From an optimization exercise on the open Yosys and OpenROAD flow, aimed at small area; shortcuts taken in it are not production practice.
In this exercise RTL edits were held to simulation tests only and were not proved equivalent to the original.
No activity file was given, so power comes from the tool's default toggle rates.

==> run a <==
## axi_interconnect
module axi_interconnect
      #(parameter W_CID  = 4            
                , W_ID   = 4            
                , W_ADDR = 32           
                , W_LEN  = 8            
                , W_DATA = 32           
                , W_STRB = (W_DATA/8)   
                , W_SID  = (W_CID+W_ID) 
       )
(
       input   wire                      AXI_RSTn
     , input   wire                      AXI_CLK
     , input   wire  [3*(W_ID-1+1)-1:0] M_AXI_AWID
     , input   wire  [3*(W_ADDR-1+1)-1:0] M_AXI_AWADDR
     , input   wire  [3*(W_LEN-1+1)-1:0] M_AXI_AWLEN
     , input   wire  [3*(2+1)-1:0] M_AXI_AWSIZE
     , input   wire  [3*(1+1)-1:0] M_AXI_AWBURST
     , input   wire  [3*(0+1)-1:0] M_AXI_AWVALID
     , output   wire  [3*(0+1)-1:0] M_AXI_AWREADY
     , input   wire  [3*(W_ID-1+1)-1:0] M_AXI_WID
     , input   wire  [3*(W_DATA-1+1)-1:0] M_AXI_WDATA
     , input   wire  [3*(W_STRB-1+1)-1:0] M_AXI_WSTRB
     , input   wire  [3*(0+1)-1:0] M_AXI_WLAST
     , input   wire  [3*(0+1)-1:0] M_AXI_WVALID
     , output   wire  [3*(0+1)-1:0] M_AXI_WREADY
     , output   wire  [3*(W_ID-1+1)-1:0] M_AXI_BID
     , output   wire  [3*(1+1)-1:0] M_AXI_BRESP
     , output   wire  [3*(0+1)-1:0] M_AXI_BVALID
     , input   wire  [3*(0+1)-1:0] M_AXI_BREADY
     , input   wire  [3*(W_ID-1+1)-1:0] M_AXI_ARID
     , input   wire  [3*(W_ADDR-1+1)-1:0] M_AXI_ARADDR
     , input   wire  [3*(W_LEN-1+1)-1:0] M_AXI_ARLEN
     , input   wire  [3*(2+1)-1:0] M_AXI_ARSIZE
     , input   wire  [3*(1+1)-1:0] M_AXI_ARBURST
     , input   wire  [3*(0+1)-1:0] M_AXI_ARVALID
     , output   wire  [3*(0+1)-1:0] M_AXI_ARREADY
     , output   wire  [3*(W_ID-1+1)-1:0] M_AXI_RID
     , output   wire  [3*(W_DATA-1+1)-1:0] M_AXI_RDATA
     , output   wire  [3*(1+1)-1:0] M_AXI_RRESP
     , output   wire  [3*(0+1)-1:0] M_AXI_RLAST
     , output   wire  [3*(0+1)-1:0] M_AXI_RVALID
     , input   wire  [3*(0+1)-1:0] M_AXI_RREADY
     , output   wire  [3*(W_SID-1+1)-1:0] S_AXI_AWID
     , output   wire  [3*(W_ADDR-1+1)-1:0] S_AXI_AWADDR
     , output   wire  [3*(W_LEN-1+1)-1:0] S_AXI_AWLEN
     , output   wire  [3*(2+1)-1:0] S_AXI_AWSIZE
     , output   wire  [3*(1+1)-1:0] S_AXI_AWBURST
     , output   wire  [3*(0+1)-1:0] S_AXI_AWVALID
     , input   wire  [3*(0+1)-1:0] S_AXI_AWREADY
     , output   wire  [3*(W_SID-1+1)-1:0] S_AXI_WID
     , output   wire  [3*(W_DATA-1+1)-1:0] S_AXI_WDATA
     , output   wire  [3*(W_STRB-1+1)-1:0] S_AXI_WSTRB
     , output   wire  [3*(0+1)-1:0] S_AXI_WLAST
     , output   wire  [3*(0+1)-1:0] S_AXI_WVALID
     , input   wire  [3*(0+1)-1:0] S_AXI_WREADY
     , input   wire  [3*(W_SID-1+1)-1:0] S_AXI_BID
     , input   wire  [3*(1+1)-1:0] S_AXI_BRESP
     , input   wire  [3*(0+1)-1:0] S_AXI_BVALID
     , output   wire  [3*(0+1)-1:0] S_AXI_BREADY
     , output   wire  [3*(W_SID-1+1)-1:0] S_AXI_ARID
     , output   wire  [3*(W_ADDR-1+1)-1:0] S_AXI_ARADDR
     , output   wire  [3*(W_LEN-1+1)-1:0] S_AXI_ARLEN
     , output   wire  [3*(2+1)-1:0] S_AXI_ARSIZE
     , output   wire  [3*(1+1)-1:0] S_AXI_ARBURST
     , output   wire  [3*(0+1)-1:0] S_AXI_ARVALID
     , input   wire  [3*(0+1)-1:0] S_AXI_ARREADY
     , input   wire  [3*(W_SID-1+1)-1:0] S_AXI_RID
     , input   wire  [3*(W_DATA-1+1)-1:0] S_AXI_RDATA
     , input   wire  [3*(1+1)-1:0] S_AXI_RRESP
     , input   wire  [3*(0+1)-1:0] S_AXI_RLAST
     , input   wire  [3*(0+1)-1:0] S_AXI_RVALID
     , output   wire  [3*(0+1)-1:0] S_AXI_RREADY
     , input  wire                     pwrite 
     , input  wire                     psel 
     , input  wire                     penable 
     , input  wire    [W_ADDR-1:0]     paddr 
     , input  wire    [W_DATA-1:0]     pwdata 
     , output reg     [W_DATA-1:0]     prdata
);
==> flow/config.mk <==
export PLATFORM = sky130hd
export DESIGN_NAME = axi_interconnect
export DESIGN_NICKNAME = axi_interconnect
export VERILOG_FILES = /design/flow/design.v
export SDC_FILE = /design/flow/constraint.sdc
export NUM_CORES = 4
export LEC_CHECK = 0
export CAP_MARGIN = 20
export CORE_MARGIN = 2
export CORE_UTILIZATION = 40
export CTS_CLUSTER_DIAMETER = 100
export CTS_CLUSTER_SIZE = 25
export SLEW_MARGIN = 20
==> flow/constraint.sdc <==
create_clock -name core_clock -period 10.0 [get_ports {AXI_CLK}]
set_input_delay 2.0000 -clock core_clock [delete_from_list [all_inputs] [get_ports {AXI_CLK}]]
set_output_delay 2.0000 -clock core_clock [all_outputs]
set_load 0.01 [all_outputs]
standard.sh (not shown) runs the stock make flow with config.mk's settings and CLKGATE_MAP_FILE= SYNTH_SCRIPT=/design/flow/synth_recipe.tcl, a recipe that flattens the netlist after the stock synthesis.
==> flow/flow/run.sh <==
#!/bin/bash
set -euo pipefail
cd "$(dirname "$0")/.."
bash standard.sh \
  "BUFFER_PORTS_ARGS=-buffer_cell sky130_fd_sc_hd__buf_1" \
  "CTS_ARGS=-sink_clustering_enable -repair_clock_nets -dont_use_dummy_load -sink_clustering_size 25 -sink_clustering_max_diameter 100" \
  "RECOVER_POWER=100" \
  finish > make_finish.log 2>&1
==> inputs of run b, as changes to run a <==
==> flow/flow/run.sh (replaced) <==
#!/bin/bash
set -euo pipefail
cd "$(dirname "$0")/.."
bash standard.sh \
  "BUFFER_PORTS_ARGS=-buffer_cell sky130_fd_sc_hd__buf_1" \
  "CTS_ARGS=-sink_clustering_enable -repair_clock_nets -dont_use_dummy_load -sink_clustering_size 25 -sink_clustering_max_diameter 100" \
  finish > make_finish.log 2>&1
==> inputs of run c, as changes to run a <==
==> flow/run.sh (new file) <==
#!/bin/bash
# synth_recipe.tcl (not shown) runs the flow's synth.tcl, then flattens the netlist and writes it again
# the make line also repeats each setting of config.mk as NAME=value (left out here)
make -C /OpenROAD-flow-scripts/flow DESIGN_CONFIG=/design/flow/config.mk WORK_HOME=/design/flow/orfs CLKGATE_MAP_FILE= SYNTH_SCRIPT=/design/flow/synth_recipe.tcl finish
removed: flow/flow/run.sh
removed: flow/standard.sh
==> qor summary <==
Max_slew headroom: run c 13.6%; run a -194%; run b 13.2%
Post-Layout Inst Area: run c 242,000 sq um; run a 232,000 sq um; run b 233,000 sq um
Post-route setup slack: run c 1830 ps; run a 1080 ps; run b 2060 ps
Outcome: run c no timing/DRC/antenna violations; run a finished with violations; run b no timing/DRC/antenna violations
Layout check failures: run c -; run a max-capacitance violations, max-slew violations; run b -
Worst-margin pin slew: run c 1300 ps; run a 4400 ps; run b 1290 ps
Tmin final: run c 8170 ps; run a 8920 ps; run b 7940 ps
Non-filler instance count after layout: run c 23,600; run a 23,500; run b 23,400
Layout filler cell count: run c 47,000; run a 47,900; run b 47,800
Number of iterations in the first detailed-routing pass: run c 9; run a 6; run b 7
Min-Delay Startpoint: run c u_axi_crossbar.u_axi_default_slave.remR[1]; run a u_axi_crossbar.u_axi_default_slave.remR[3]; run b u_axi_crossbar.u_axi_default_slave.remR[3]
Leakage: run c 80.8 nW; run a 76.3 nW; run b 76.7 nW
Clock power frac: run c 16.9%; run a 16.2%; run b 16.2%
Vias per Instance: run c 6.07; run a 6.12; run b 6.10
Multi-input logic portion of the cell area: run c 25.8%; run a 26.7%; run b 26.8%
Overall power consumption: run c 68.2 mW; run a 65.2 mW; run b 65.2 mW
Number of slew-limit violations in the final report: run c 0; run a 4,263; run b 0
Pwr/cell area: run c 282 nW/um^2; run a 281 nW/um^2; run b 280 nW/um^2
Cell with the biggest individual delay on the critical path: run c clkdlybuf4s50_1; run a clkbuf_1; run b o211ai_1
Fraction of area in registers: run c 60.3%; run a 62.9%; run b 62.7%

## port drivers added, routing unchanged
No port has a modelled driver above. Below, the same layouts with a new extraction and two added sets of constraints.
Step 1 (the two cells are an assumption about what drives the block):
set clk [get_ports {AXI_CLK}]
set_driving_cell -lib_cell sky130_fd_sc_hd__clkbuf_16 $clk
set_driving_cell -lib_cell sky130_fd_sc_hd__buf_2 [delete_from_list [all_inputs] $clk]
Step 2 also shifts input and output timing later by t, the mid clock arrival at the registers, as if the neighbouring blocks saw the same clock.
Slacks: ideal ports / drivers / drivers and shift; pairs: ideal ports / drivers.
run | t (ns) | setup slack, ns | clock arrival spread, ns
run a | 1.108 | 1.084 / 1.084 / 0.934 | 0.170 / 0.170
run b | 1.107 | 2.055 / 2.055 / 2.055 | 0.170 / 0.170
run c | 1.109 | 1.825 / 1.803 / 1.803 | 0.105 / 0.105
For run a, which loses most, drivers alone change the setup slack by 0.000 ns; drivers and shift together by -0.150 ns.
